Background: an optimization exercise with open tools, aiming at small area, a short achievable clock period and few clock cycles. Do not read the settings as production practice.
Only simulation tests tie the RTL to the original design; equivalence was not proved.
Power figures rest on the tool's default switching activity, not on a simulated workload.

Design LASER, start of the top module:
module LASER (
    input CLK,
    input RST,
    input  [3:0] X,
    input  [3:0] Y,
    output [3:0] C1X,
    output [3:0] C1Y,
    output [3:0] C2X,
    output [3:0] C2Y,
    output reg DONE
);
clock: 11.0 ns
lec_check: 0
cap_margin: 20
core_margin: 2
core_utilization: 40
cts_buf_list: sky130_fd_sc_hd__clkbuf_4
slew_margin: 20
setup_slack_margin: 7
standard.sh (not shown) runs the stock make flow with config.mk's settings and CLKGATE_MAP_FILE= SYNTH_SCRIPT=/design/flow/synth_recipe.tcl, a recipe that flattens the netlist after the stock synthesis.
==> flow/flow/run.sh <==
#!/bin/bash
set -e
cp standard.sh standard.sh.log.txt 2>/dev/null || true
sed -i 's/^export SETUP_SLACK_MARGIN.*$//' config.mk
echo "export SETUP_SLACK_MARGIN = ${MARGIN:-7}" >> config.mk
bash standard.sh > standard.log 2>&1
Testbench counts at the start, summed over its fixed seeds: cycles 12,021.
Rerun with:
--- a/flow/flow/run.sh
+++ b/flow/flow/run.sh
@@ -5 +5 @@
-echo "export SETUP_SLACK_MARGIN = ${MARGIN:-7}" >> config.mk
+echo "export SETUP_SLACK_MARGIN = ${MARGIN:-8}" >> config.mk
ABC_AREA = 1   (was not set)
CTS_BUF_LIST = not set   (was sky130_fd_sc_hd__clkbuf_4)
SETUP_SLACK_MARGIN = 8   (was 7)
Effect: Hold slack improves by 0.033 ns; count of clock-buffer cells in the layout came out lower by 133; combinational power came out higher by about 80%; die area decreases by about 1.2%; routed wire length rises by about 1.3%; non-clock buffer count rises by 120; first-iteration DRC count goes down by about 6.4%; sequential power barely changes; worst setup slack gains 0.56 ns; utilization goes up by 4.4 points.
Rerun with:
==> flow/flow/run.sh (replaced) <==
#!/bin/bash
set -e
sed -i 's/^export SETUP_SLACK_MARGIN.*$//' config.mk
echo "export SETUP_SLACK_MARGIN = 7" >> config.mk
echo "export BUFFER_PORTS_ARGS = -buffer_cell sky130_fd_sc_hd__buf_2" >> config.mk
bash standard.sh > standard.log 2>&1
ABC_AREA = not set   (was 1)
BUFFER_PORTS_ARGS = -buffer_cell sky130_fd_sc_hd__buf_2   (was not set)
SETUP_SLACK_MARGIN = 7   (was 8)
Effect: The new run completed with no timing, DRC or antenna violations. Final cell count went down by 11%. Total power went down by 8.1%. Core utilization went down by 4.2 points. Maximum frequency went down by 15%.


LASER, a different RTL version from the one above (not shown whole).
For scale: ~4500 cells after synthesis, roughly 27 I/O pins.
clock: 11.0 ns
lec_check: 0
abc_area: 1
cap_margin: 20
core_margin: 2
core_utilization: 40
cts_cluster_diameter: 100
cts_cluster_size: 20
slew_margin: 20
setup_slack_margin: 7.7
==> flow/flow/run.sh <==
#!/bin/bash
set -e
sed -i 's/^export SETUP_SLACK_MARGIN.*$//' config.mk
echo "export SETUP_SLACK_MARGIN = 7.7" >> config.mk
bash standard.sh > standard.log 2>&1
The first run completed without violations.
Testbench counts at the start, summed over its fixed seeds: cycles 12,021.
Rerun with:
==> flow/flow/run.sh (replaced) <==
#!/bin/bash
set -e
cp standard.sh standard.sh.log.txt 2>/dev/null || true
sed -i 's/^export SETUP_SLACK_MARGIN.*$//' config.mk
echo "export SETUP_SLACK_MARGIN = ${MARGIN:-7.4}" >> config.mk
bash standard.sh > standard.log 2>&1
- SETUP_SLACK_MARGIN: 7.7 -> 7.4
- The new run finished with timing, DRC and antenna clean
- synthesized cell count does not change
- critical path depth goes down by 2
- power is lower slightly
- clock skew is lower by 0.0075 ns
- setup slack got worse by 0.31 ns
- die area is unchanged
Rerun with:
==> flow/flow/run.sh (replaced) <==
#!/bin/bash
set -e
sed -i 's/^export SETUP_SLACK_MARGIN.*$//' config.mk
echo "export SETUP_SLACK_MARGIN = 7.5" >> config.mk
echo "export BUFFER_PORTS_ARGS = -buffer_cell sky130_fd_sc_hd__buf_2" >> config.mk
bash standard.sh > standard.log 2>&1
- BUFFER_PORTS_ARGS: unset -> -buffer_cell sky130_fd_sc_hd__buf_2
- SETUP_SLACK_MARGIN: 7.4 -> 7.5
=>
- power rises by 0.99%
- routed wire length came out higher by 1.6%
- synthesized cell count does not change
- count of clock-buffer cells in the layout does not change
- via count rises by 0.33%
- combinational power hardly moves


Another version of the RTL of LASER (not shown whole).
Size in the first run: roughly 660 flip-flops, ~27 I/O pins, about 37000 µm² of cells after synthesis.
Settings: LEC_CHECK=0, CAP_MARGIN=20, CORE_MARGIN=2, CORE_UTILIZATION=40, SETUP_SLACK_MARGIN=5, SLEW_MARGIN=20; clock period 11.0 ns.
run.sh (not shown) runs the stock make flow with config.mk's settings and CLKGATE_MAP_FILE= SYNTH_SCRIPT=/design/flow/synth_recipe.tcl, a recipe that flattens the netlist after the stock synthesis.
Stock flow here: none of the scripts above is used.
The first run completed with no timing, DRC or antenna violations.
Testbench counts at the start, summed over its fixed seeds: cycles 11,952.
Then changed:
==> flow/flow/run.sh (new file) <==
#!/bin/bash
set -e
cp standard.sh standard.sh.log.txt 2>/dev/null || true
sed -i 's/^export SETUP_SLACK_MARGIN.*$//' config.mk
echo "export SETUP_SLACK_MARGIN = ${MARGIN:-7}" >> config.mk
bash standard.sh > standard.log 2>&1
==> flow/standard.sh (new file) <==
#!/bin/bash
# synth_recipe.tcl (not shown) runs the flow's synth.tcl, then flattens the netlist and writes it again
# the make line also repeats each setting of config.mk as NAME=value (left out here)
make -C /OpenROAD-flow-scripts/flow DESIGN_CONFIG=/design/flow/config.mk WORK_HOME=/design/flow/orfs CLKGATE_MAP_FILE= SYNTH_SCRIPT=/design/flow/synth_recipe.tcl "${@:-finish}"
- SETUP_SLACK_MARGIN: 5 -> 7
removed: flow/run.sh
=> The changed run passed the timing, DRC and antenna checks; maximum frequency rises by a quarter to a third; worst setup slack improved by 1.2 ns; area after synthesis does not change; cell area rises by a few percent; wire length falls by a few percent; hold slack improved by 0.0096 ns.


## branch tundra
RTL: one of the versions met above, not the one the previous note started from.
Size: roughly 4500 cells after synthesis, ~650 flip-flops, ~27 I/O pins, about 37000 sq um of cells after synthesis.
// LASER
module LASER (
    input CLK,
    input RST,
    input  [3:0] X,
    input  [3:0] Y,
    output [3:0] C1X,
    output [3:0] C1Y,
    output [3:0] C2X,
    output [3:0] C2Y,
    output reg DONE
);
reg        scan;           
reg  [5:0] cnt;            
reg  [3:0] ph;             
reg  [3:0] icnt;           
reg        isid;           
reg  [3:0] r0;             
reg  [7:0] Fm;             
reg        pv;             
reg        role;           
reg  [7:0] C1r, C2r;       
wire [7:0] A = role ? C2r : C1r;
wire [7:0] F = role ? C1r : C2r;
wire       read_last = ~scan & (cnt == 6'd40);    
reg  [5:0] best_val;
reg  [7:0] best_pos;
reg  [5:0] mcur;           
reg        eqA;            
wire       stop;           
wire       flush  = RST | stop;
reg        RSTr;           
wire       clr    = RSTr | DONE;   
reg  [15:0] B [0:15];
reg  [3:0]  Xr, Yr;        
reg         pt;            
wire [3:0]  yrow = Yr - ph - 4'd1;     
integer i;
always @(posedge CLK) begin
    RSTr <= RST;
    Xr <= X;
    Yr <= Y;
    pt <= ~RST & ~scan & (cnt != 6'd40);
    for (i = 0; i < 16; i = i + 1) begin
        B[i] <= (clr ? 16'd0 : B[(i + 1) % 16]) | ((pt && yrow == i) ? (16'd1 << Xr) : 16'd0);
    end
end
reg  [16:0] h;
reg  [15:1] fxt;           
wire [31:0] fge = {8'h00, fxt, 9'h1ff};
reg  [8:0]  vrow;          
wire [3:0]  ph_n = ph + 4'd1;
integer vd;
always @(posedge CLK)
    for (vd = 0; vd < 9; vd = vd + 1)
        vrow[vd] <= ({2'b00, ph_n} + vd >= 4) && ({2'b00, ph_n} + vd <= 19);
genvar gd, gc;
function [16:0] hdec;          
    input [3:0] p, fy;
    reg [4:0] d;
    integer k;
    begin
        d = {1'b0, p} - {1'b0, fy};
        for (k = 0; k < 17; k = k + 1)
            hdec[k] = (d == ((k - 8) & 31));
    end
endfunction
function gt6;
    input [5:0] a, b;
    reg [5:0] g, l;
    reg g10, l10, g32, l32, g54, l54, g30, l30;
    begin
        g = a & ~b;
        l = ~a & b;
  ...
Settings: LEC_CHECK=0, ABC_AREA=1, CAP_MARGIN=50, CORE_MARGIN=2, CORE_UTILIZATION=40, CTS_CLUSTER_DIAMETER=100, CTS_CLUSTER_SIZE=20, SLEW_MARGIN=50, SETUP_SLACK_MARGIN=7.5; clock period 11.0 ns.
standard.sh (not shown) runs the stock make flow with config.mk's settings and CLKGATE_MAP_FILE= SYNTH_SCRIPT=/design/flow/synth_recipe.tcl, a recipe that flattens the netlist after the stock synthesis.
==> flow/flow/run.sh <==
#!/bin/bash
set -e
cp standard.sh standard.sh.log.txt 2>/dev/null || true
sed -i 's/^export SETUP_SLACK_MARGIN.*$//' config.mk
echo "export SETUP_SLACK_MARGIN = ${MARGIN:-7.5}" >> config.mk
bash standard.sh > standard.log 2>&1
branch tundra finished end to end and its layout was clean on timing, DRC and antenna.
Testbench counts of branch tundra, summed over its fixed seeds: cycles 12,021.
Input changes introduced in branch raven (baseline for comparison: branch tundra):
- setting BUFFER_PORTS_ARGS to -buffer_cell sky130_fd_sc_hd__buf_2 for the first time
- changing CAP_MARGIN from 50 to 20
- changing SLEW_MARGIN from 50 to 20
- changing SETUP_SLACK_MARGIN from 7.5 to 7.75
- removing CTS_CLUSTER_SIZE (formerly 20)
- removing CTS_CLUSTER_DIAMETER (formerly 100)
==> flow/flow/run.sh <==
#!/bin/bash
set -e
sed -i 's/^export SETUP_SLACK_MARGIN.*$//' config.mk
echo "export SETUP_SLACK_MARGIN = 7.75" >> config.mk
echo "export BUFFER_PORTS_ARGS = -buffer_cell sky130_fd_sc_hd__buf_2" >> config.mk
bash standard.sh > standard.log 2>&1
Notes after the runs:
Looking at clock buffer count from CTS, branch raven sits 29 above branch tundra. Post-route minimum period: branch raven lower than branch tundra. sky130_fd_sc_hd__fa_2 as the critical path's slowest cell was reported by branch raven, and sky130_fd_sc_hd__dfxtp_2 by branch tundra. Final critical-path setup slack ends up lower on branch tundra. Slew of the pin with the lowest slew margin ends up higher on branch raven. Of the two values seen for termination of the worst setup path, S2[8][1] was produced by branch tundra and cov_r[7][4] by branch raven.


umber:
LASER with an RTL version that a note above also has.
Size: roughly 3,900 cells after synthesis, about 27 I/O pins.
clock: 11.0 ns
lec_check: 0
cap_margin: 20
core_margin: 2
core_utilization: 40
slew_margin: 20
setup_slack_margin: 7
==> flow/flow/run.sh <==
#!/bin/bash
set -e
cp standard.sh standard.sh.log.txt 2>/dev/null || true
sed -i 's/^export SETUP_SLACK_MARGIN.*$//' config.mk
echo "export SETUP_SLACK_MARGIN = ${MARGIN:-7}" >> config.mk
bash standard.sh > standard.log 2>&1
Testbench counts of umber, summed over its fixed seeds: cycles 12,021.
The following lists how harbor was set up differently from umber:
# umber
export LEC_CHECK = 0
export CAP_MARGIN = 20
export CORE_MARGIN = 2
export CORE_UTILIZATION = 40
export SLEW_MARGIN = 20
export SETUP_SLACK_MARGIN = 7
create_clock -name core_clock -period 11.0 [get_ports {CLK}]
# harbor
export LEC_CHECK = 0
export ABC_AREA = 1
export CAP_MARGIN = 20
export CORE_MARGIN = 2
export CORE_UTILIZATION = 40
export SLEW_MARGIN = 20
export SETUP_SLACK_MARGIN = 7.5
create_clock -name core_clock -period 11.0 [get_ports {CLK}]
diff --git a/flow/flow/run.sh b/flow/flow/run.sh
--- a/flow/flow/run.sh
+++ b/flow/flow/run.sh
@@ -5 +5 @@
-echo "export SETUP_SLACK_MARGIN = ${MARGIN:-7}" >> config.mk
+echo "export SETUP_SLACK_MARGIN = ${MARGIN:-7.5}" >> config.mk
Notes after the runs:
harbor did not stop at any stage, and its layout met the timing, DRC and antenna checks.
Of the two values seen for end point of the critical path, DONE was produced by umber and S3[5][1]$_DFF_P_ by harbor.
harbor vs. umber: total wirelength of the detailed-routed design now sits higher, cell area after layout now sits higher, net switching fraction of the power now sits higher.
[inputs] raven vs harbor
# harbor
export LEC_CHECK = 0
export ABC_AREA = 1
export CAP_MARGIN = 20
export CORE_MARGIN = 2
export CORE_UTILIZATION = 40
export SLEW_MARGIN = 20
export SETUP_SLACK_MARGIN = 7.5
create_clock -name core_clock -period 11.0 [get_ports {CLK}]
# raven
export LEC_CHECK = 0
export CAP_MARGIN = 20
export CORE_MARGIN = 2
export CORE_UTILIZATION = 40
export CTS_BUF_LIST = sky130_fd_sc_hd__clkbuf_8
export CTS_CLUSTER_SIZE = 30
export SLEW_MARGIN = 20
export SETUP_SLACK_MARGIN = 7
export BUFFER_PORTS_ARGS = -buffer_cell sky130_fd_sc_hd__buf_2
create_clock -name core_clock -period 11.0 [get_ports {CLK}]
==> flow/flow/run.sh <==
#!/bin/bash
set -e
sed -i 's/^export SETUP_SLACK_MARGIN.*$//' config.mk
echo "export SETUP_SLACK_MARGIN = 7" >> config.mk
echo "export BUFFER_PORTS_ARGS = -buffer_cell sky130_fd_sc_hd__buf_2" >> config.mk
bash standard.sh > standard.log 2>&1
==> run notes <==
- Per the final summary, harbor finished and its layout is clean on timing, DRC and antenna.
- raven finished all stages; the layout is clean.
- Compared with harbor, raven supports a lower clock frequency.
- Relative to harbor, final instance area decreased by about 1.6% in raven.
- In the metrics for raven and harbor, the one carrying the higher final cell count is harbor.
- In the tables for raven and harbor, combinational share of power reads higher with harbor.
- Sort raven and harbor by worst slew margin relative to its limit, ascending, and raven comes first.
- What raven reported for post-route total power has to be multiplied by 1.10 to get the figure for harbor.
- Re cell count along the critical path: raven and harbor aren't equal, and the lower value belongs to raven.
- Going from harbor to raven, the part of the power in the clock network was found to have gone up by 1.2 points.
- Delta (raven minus harbor): final routed wirelength across all metal layers saw little to no change; average via count per standard cell saw an increase.
Here is what was changed in the inputs of indigo compared with raven.
# raven
export LEC_CHECK = 0
export CAP_MARGIN = 20
export CORE_MARGIN = 2
export CORE_UTILIZATION = 40
export CTS_BUF_LIST = sky130_fd_sc_hd__clkbuf_8
export CTS_CLUSTER_SIZE = 30
export SLEW_MARGIN = 20
export SETUP_SLACK_MARGIN = 7
export BUFFER_PORTS_ARGS = -buffer_cell sky130_fd_sc_hd__buf_2
create_clock -name core_clock -period 11.0 [get_ports {CLK}]
# indigo
export LEC_CHECK = 0
export ABC_AREA = 1
export CAP_MARGIN = 20
export CORE_MARGIN = 2
export CORE_UTILIZATION = 40
export SLEW_MARGIN = 20
export SETUP_SLACK_MARGIN = 7
create_clock -name core_clock -period 11.0 [get_ports {CLK}]
==> flow/flow/run.sh <==
#!/bin/bash
set -e
cp standard.sh standard.sh.log.txt 2>/dev/null || true
sed -i 's/^export SETUP_SLACK_MARGIN.*$//' config.mk
echo "export SETUP_SLACK_MARGIN = ${MARGIN:-7}" >> config.mk
bash standard.sh > standard.log 2>&1
Notes after the runs:
Going from raven to indigo, final cycle utilization of the critical path shrinks by 0.92 points. indigo vs raven on sequential share of layout area: indigo is the higher one. Taking raven as 1.0, indigo lands at 0.71 on number of clock-tree buffers in the layout. The destination of the critical timing path comes out S3[5][1]$_DFF_P_ in one run and S3[7][1]$_DFF_P_ in the other, namely in indigo and raven respectively. When indigo is set beside raven, its internal power summed over all cells turns out to be 0.25 mW larger. [indigo] non-clock buffer count fell 37% relative to raven. Count of cells resized by post-cts repair, indigo and raven, higher one = indigo. raven ended up with sequential cells as its top power group; indigo ended up with the clock network. indigo ended up with sky130_fd_sc_hd__inv_1 as its commonest non-fill, non-tap cell in the layout; raven ended up with sky130_fd_sc_hd__dfxtp_1.
## Diff of input files: maple against indigo
# indigo
export LEC_CHECK = 0
export ABC_AREA = 1
export CAP_MARGIN = 20
export CORE_MARGIN = 2
export CORE_UTILIZATION = 40
export SLEW_MARGIN = 20
export SETUP_SLACK_MARGIN = 7
create_clock -name core_clock -period 11.0 [get_ports {CLK}]
# maple
export LEC_CHECK = 0
export CAP_MARGIN = 20
export CORE_MARGIN = 2
export CORE_UTILIZATION = 40
export SLEW_MARGIN = 20
export SETUP_SLACK_MARGIN = 7.5
create_clock -name core_clock -period 11.0 [get_ports {CLK}]
diff --git a/flow/flow/run.sh b/flow/flow/run.sh
--- a/flow/flow/run.sh
+++ b/flow/flow/run.sh
@@ -5 +5 @@
-echo "export SETUP_SLACK_MARGIN = ${MARGIN:-7}" >> config.mk
+echo "export SETUP_SLACK_MARGIN = ${MARGIN:-7.5}" >> config.mk
## What came out
| met1 track demand over resource in global routing | higher: maple |. Going from indigo to maple, non-filler instance count after layout dropped 323, combinational group share of total power down 0.6 points, area of the placeable core rose by 1.5%. indigo reports its power group with the largest share as the clock network while maple reports sequential cells.

[separate check: timing with driven ports]
In the flow no input, the clock included, has a driving cell. The finished layouts below were timed again as built, in two steps.
Step 1 assumes that a clkbuf_16 drives the clock port and a buf_2 every other input.
Step 2 moves the port delays by t, midway between the first and last clock arrival at a register: inputs arrive t later, outputs are due t later. That takes back most of the time a late clock gives input paths.
Three values: no drivers, after step 1, after step 2; two values: the first two.
run | t, ns | setup slack, ns | worst register clock-pin slew, ns | pins driven straight from the clock port
the first run of note 1 | 1.067 | 7.004 / 7.004 / 7.004 | 0.09 / 0.09 | 1
the second run of note 1 | 0.699 | 7.563 / 7.563 / 7.563 | 0.08 / 0.08 | 1
the third run of note 1 | 0.692 | 6.974 / 6.974 / 6.974 | 0.07 / 0.07 | 1
the first run of note 2 | 0.664 | 7.669 / 7.664 / 7.315 | 0.09 / 0.09 | 1
the second run of note 2 | 0.661 | 7.360 / 7.360 / 7.135 | 0.10 / 0.10 | 1
the third run of note 2 | 0.663 | 7.459 / 7.459 / 7.459 | 0.10 / 0.10 | 1
the first run of note 3 | 0.682 | 5.768 / 5.768 / 5.768 | 0.07 / 0.07 | 1
the second run of note 3 | 0.682 | 7.017 / 7.010 / 7.017 | 0.07 / 0.07 | 1
branch tundra | 0.657 | 7.488 / 7.473 / 7.150 | 0.09 / 0.09 | 1
branch raven | 0.687 | 7.621 / 7.621 / 7.621 | 0.07 / 0.07 | 1
umber | 0.699 | 7.030 / 6.967 / 7.052 | 0.07 / 0.07 | 1
harbor | 0.688 | 7.466 / 7.466 / 7.268 | 0.08 / 0.08 | 1
raven | 0.817 | 6.971 / 6.971 / 6.971 | 0.07 / 0.07 | 1
indigo | 0.688 | 7.073 / 7.073 / 7.073 | 0.07 / 0.07 | 1
maple | 0.706 | 7.269 / 7.269 / 7.269 | 0.08 / 0.08 | 1
After both steps setup and hold are still met in every run listed. For the first run of note 2, which loses most, drivers alone change the setup slack by -0.005 ns; drivers and shift together by -0.354 ns.
